What follows belongs to an exercise in optimizing a design on an open flow for small area and a short achievable clock period; a production flow would make more cautious choices.
Where RTL was checked, it was by simulation tests only, not by an equivalence proof against the original.
No activity file was given, so power comes from the tool's default toggle rates.

==> v1: inputs <==
// panda_exec
module panda_exec (
  input  logic        clk_i,
  input  logic        rst_ni,
  input  logic [ 3:0] operator_i,
  input  logic [ 4:0] rs1_addr_i,
  input  logic [ 4:0] rs2_addr_i,
  input  logic [ 4:0] rd_addr_i,
  input  logic        rd_we_i,
  input  logic        use_imm_i,
  input  logic [31:0] imm_i,
  output logic [31:0] result_o
);
Settings: LEC_CHECK=0, ABC_CLOCK_PERIOD_IN_PS=4000, CAP_MARGIN=20, CORE_MARGIN=2, CORE_UTILIZATION=40, SETUP_SLACK_MARGIN=3.0, SLEW_MARGIN=20, SYNTH_HIERARCHICAL=1; clock period 7.5 ns.
run.sh (not shown) runs the stock make flow with config.mk's settings and CLKGATE_MAP_FILE= SYNTH_SCRIPT=/design/flow/synth_recipe.tcl, a recipe that flattens the netlist after the stock synthesis.
==> inputs of v31, as changes to v1 <==
--- a/flow/design.v
+++ b/flow/design.v
@@ -59,40 +59,35 @@
   always_comb begin
     if (msb_a_i ^ msb_b_i) begin
       is_less_o = msb_b_i ^ sign_i;
     end else begin
       is_less_o = sub_result_i[Width-1];
     end
   end
 endmodule
-module panda_shifter #(
-  parameter int unsigned Width       = 32,
-  parameter int unsigned AmountWidth = $clog2(Width)
-) (
-  input  logic                   left_i,
-  input  logic                   arithmetic_i,
-  input  logic [      Width-1:0] operand_i,
-  input  logic [AmountWidth-1:0] amount_i,
-  output logic [      Width-1:0] result_o
-);
-  logic [Width-1:0] operand_rev;
-  logic [  Width:0] operand_ext;
-  logic [  Width:0] result_ext;
-  logic [Width-1:0] result_rev;
-  for (genvar i = 0; i < Width; i++) begin
-    assign operand_rev[i] = operand_i[Width-1-i];
-  end
-  assign operand_ext[Width-1:0] = left_i ? operand_rev : operand_i;
-  assign operand_ext[Width] = arithmetic_i & operand_ext[Width-1];
-  assign result_ext         = $signed(operand_ext) >>> amount_i;
-  for (genvar i = 0; i < Width; i++) begin
-    assign result_rev[i] = result_ext[Width-1-i];
-  end
-  assign result_o = left_i ? result_rev : result_ext[Width-1:0];
+module panda_shifter (
+  input  logic        arithmetic_i,
+  input  logic [31:0] operand_i,
+  input  logic [ 4:0] amount_i,
+  output logic [31:0] left_o,
+  output logic [31:0] right_o
+);
+  logic fill;
+  assign fill = arithmetic_i & operand_i[31];
+  logic [31:0] l [6];
+  logic [31:0] r [6];
+  assign l[0] = operand_i;
+  assign r[0] = operand_i;
+  for (genvar s = 0; s < 5; s++) begin : g_stage
+    assign l[s+1] = amount_i[s] ? {l[s][31-(1<<s):0], {(1<<s){1'b0}}} : l[s];
+    assign r[s+1] = amount_i[s] ? {{(1<<s){fill}}, r[s][31:(1<<s)]} : r[s];
+  end
+  assign left_o  = l[5];
+  assign right_o = r[5];
 endmodule
 module panda_alu (
   input  logic [ 3:0] operator_i,
   input  logic [31:0] operand_a_i,
   input  logic [31:0] operand_b_i,
   output logic [31:0] result_o
 );
   logic [3:0] op;
@@ -132,37 +127,43 @@
       3'd1:    cmp_result = ~is_equal;
       3'd2:    cmp_result = is_less_s;
       3'd3:    cmp_result = is_less_u;
       3'd4:    cmp_result = ~is_less_s;
       3'd5:    cmp_result = ~is_less_u;
       default: cmp_result = 1'b0;
     endcase
   end
-  logic [31:0] shift_result;
-  panda_shifter #(.Width(32)) i_shifter (
-    .left_i      (op == panda_pkg::ALU_SLL),
-    .arithmetic_i(op == panda_pkg::ALU_SRA),
-    .operand_i   (operand_a_i             ),
-    .amount_i    (operand_b_i[4:0]        ),
-    .result_o    (shift_result            )
-  );
-  logic op_add, op_and, op_or, op_xor, op_shift, op_cmp;
+  logic        fill;
+  logic [31:0] shl [6];
+  logic [31:0] shr [6];
+  assign fill   = (op == panda_pkg::ALU_SRA) & operand_a_i[31];
+  assign shl[0] = operand_a_i;
+  assign shr[0] = operand_a_i;
+  for (genvar s = 0; s < 5; s++) begin : g_shift
+    assign shl[s+1] = operand_b_i[s] ? {shl[s][31-(1<<s):0], {(1<<s){1'b0}}} : shl[s];
+    assign shr[s+1] = operand_b_i[s] ? {{(1<<s){fill}}, shr[s][31:(1<<s)]} : shr[s];
+  end
+  logic [31:0] shift_left, shift_right;
+  assign shift_left  = shl[5];
+  assign shift_right = shr[5];
+  logic op_add, op_and, op_or, op_xor, op_sll, op_sr, op_cmp;
   assign op_add   = (op == panda_pkg::ALU_ADD) | (op == panda_pkg::ALU_SUB);
   assign op_and   = op == panda_pkg::ALU_AND;
   assign op_or    = op == panda_pkg::ALU_OR;
   assign op_xor   = op == panda_pkg::ALU_XOR;
-  assign op_shift = (op == panda_pkg::ALU_SLL) | (op == panda_pkg::ALU_SRL) |
-                    (op == panda_pkg::ALU_SRA);
+  assign op_sll   = op == panda_pkg::ALU_SLL;
+  assign op_sr    = (op == panda_pkg::ALU_SRL) | (op == panda_pkg::ALU_SRA);
   assign op_cmp   = op[3] & ~(op[2] & op[1]);
   assign result_o = ({32{op_add}}   & sum)          |
                     ({32{op_and}}   & g)            |
                     ({32{op_or}}    & (g | p))      |
                     ({32{op_xor}}   & p)            |
-                    ({32{op_shift}} & shift_result) |
+                    ({32{op_sll}}   & shift_left)   |
+                    ({32{op_sr}}    & shift_right)  |
                     {31'b0, op_cmp & cmp_result};
 endmodule
 module panda_rf_read #(
   parameter int N = 32
 ) (
   input  logic [N-1:0]       sel_i,
   input  logic [N-1:0][31:0] data_i,
   output logic [31:0]        data_o
@@ -186,52 +187,50 @@
   input  logic [31:0] imm_i,
   output logic [31:0] result_o
 );
   logic [31:0]       operand_a;
   logic [31:0]       operand_b;
   logic [31:0]       alu_result;
   logic [31:0]       result_q;
   logic [31:1][31:0] regs_q;
-  logic [31:1]       valid_q;
+  logic [31:1]       valid_q;    
+  logic [31:1]       pend_q;     
+  logic [31:1]       ready;      
   logic [ 4:0]       wr_addr_q;
   logic              wr_en_q;
-  logic [31:1]       wen;
   always_ff @(posedge clk_i or negedge rst_ni) begin
     if (~rst_ni) begin
+      pend_q  <= '0;
+      valid_q <= '0;
       wr_en_q <= 1'b0;
     end else begin
+      for (int i = 1; i < 32; i++) begin
+        pend_q[i] <= rd_we_i & (rd_addr_i == i);
+      end
+      valid_q <= valid_q | pend_q;
       wr_en_q <= rd_we_i & (rd_addr_i != 5'd0);
     end
   end
   always_ff @(posedge clk_i) begin
     wr_addr_q <= rd_addr_i;
   end
-  for (genvar i = 1; i < 32; i++) begin : g_wen
-    assign wen[i] = wr_en_q & (wr_addr_q == i);
-  end
-  always_ff @(posedge clk_i or negedge rst_ni) begin
-    if (~rst_ni) begin
-      valid_q <= '0;
-    end else begin
-      valid_q <= valid_q | wen;
-    end
-  end
   always_ff @(posedge clk_i) begin
     for (int i = 1; i < 32; i++) begin
-      if (wen[i]) begin
+      if (pend_q[i]) begin
         regs_q[i] <= result_q;
       end
     end
   end
+  assign ready = valid_q & ~pend_q;
   logic [31:1] sel1, sel2;
   logic        byp1, byp2;
   for (genvar i = 1; i < 32; i++) begin : g_sel
-    assign sel1[i] = (rs1_addr_i == i) & valid_q[i] & ~wen[i];
-    assign sel2[i] = (rs2_addr_i == i) & valid_q[i] & ~wen[i] & ~use_imm_i;
+    assign sel1[i] = (rs1_addr_i == i) & ready[i];
+    assign sel2[i] = (rs2_addr_i == i) & ready[i] & ~use_imm_i;
   end
   assign byp1 = wr_en_q & (rs1_addr_i == wr_addr_q);
   assign byp2 = wr_en_q & (rs2_addr_i == wr_addr_q) & ~use_imm_i;
   panda_rf_read #(.N(32)) i_read_a (
     .sel_i ({sel1, byp1}),
     .data_i({regs_q, result_q}),
     .data_o(operand_a)
   );
Settings changed: ABC_CLOCK_PERIOD_IN_PS 4000 to default, CTS_CLUSTER_DIAMETER from default to 80, CTS_CLUSTER_SIZE from default to 24, GPL_TIMING_DRIVEN from default to 0, TNS_END_PERCENT from default to 10.
==> results by group <==
Status
  • Status: timing/DRC/antenna clean

Layout
  • Share of final-layout standard cells stronger than drive strength 1: 29.0%
  • Count of multi-input combinational gates: 2,415
  • Number of non-filler instances in the completed layout: 6,107

Logic synthesis
  • Top post-synthesis cells by count: sky130_fd_sc_hd__a22oi_1 (996), sky130_fd_sc_hd__edfxtp_1 (992), sky130_fd_sc_hd__nand4_1 (238)
  • Distinct cells, synth: 94

Power and ir drop
  • Sequential share of power: 43.6%
the above is filed under v1

==> results by group <==
Status
  • Status: timing/DRC/antenna clean

Logic synthesis
  • Top post-synthesis cells by area: sky130_fd_sc_hd__edfxtp_1 (58%), sky130_fd_sc_hd__a22oi_1 (15%), sky130_fd_sc_hd__dfrtp_1 (4.6%)
  • Basic-gate share of the synthesized area counting and, or, nand and nor cells: 8.75%
  • Cell area after synthesis: 51,600 µm²
  • Top post-synthesis cells by count: sky130_fd_sc_hd__a22oi_1 (1,005), sky130_fd_sc_hd__edfxtp_1 (992), sky130_fd_sc_hd__nand4_1 (238)

Layout
  • Count of multi-input combinational gates: 2,408
  • Share of final-layout standard cells stronger than drive strength 1: 21.4%
  • Number of non-filler instances in the completed layout: 5,962

Min path
  • Endpoint, Worst Hold: valid_q[28]$_DFF_PN0_

Power and ir drop
  • Power in combinational cells: 2640 µW
  • Sequential share of power: 53.7%
the above is filed under v31

The RTL of v1 was laid out without a check of its function.

[what the ideal ports hide]
In the flow no input, the clock included, has a driving cell. The finished layouts below were timed again as built, in two steps.
Step 1 (the two cells are an assumption about what drives the block):
set clk [get_ports {clk_i}]
set_driving_cell -lib_cell sky130_fd_sc_hd__clkbuf_16 $clk
set_driving_cell -lib_cell sky130_fd_sc_hd__buf_2 [delete_from_list [all_inputs] $clk]
Step 2 times the ports against the registers' clock, not the clock port: input delays grow and output delays shrink by t, the midpoint of the rising clock arrivals with the driver on.
Slacks: no drivers / after step 1 / after step 2; pairs: no drivers / after step 1.
run | t, ns | setup slack, ns | latest minus earliest clock arrival (ns) | worst data-port slew with drivers (ns)
v1 | 0.774 | 1.923 / 1.934 / 1.159 | 0.055 / 0.055 | 0.07
v31 | 0.822 | 1.260 / 1.279 / 0.457 | 0.058 / 0.057 | 0.08
After both steps setup and hold are still met in every run listed. For v31, which loses most, drivers alone change the setup slack by +0.019 ns; drivers and shift together by -0.803 ns.
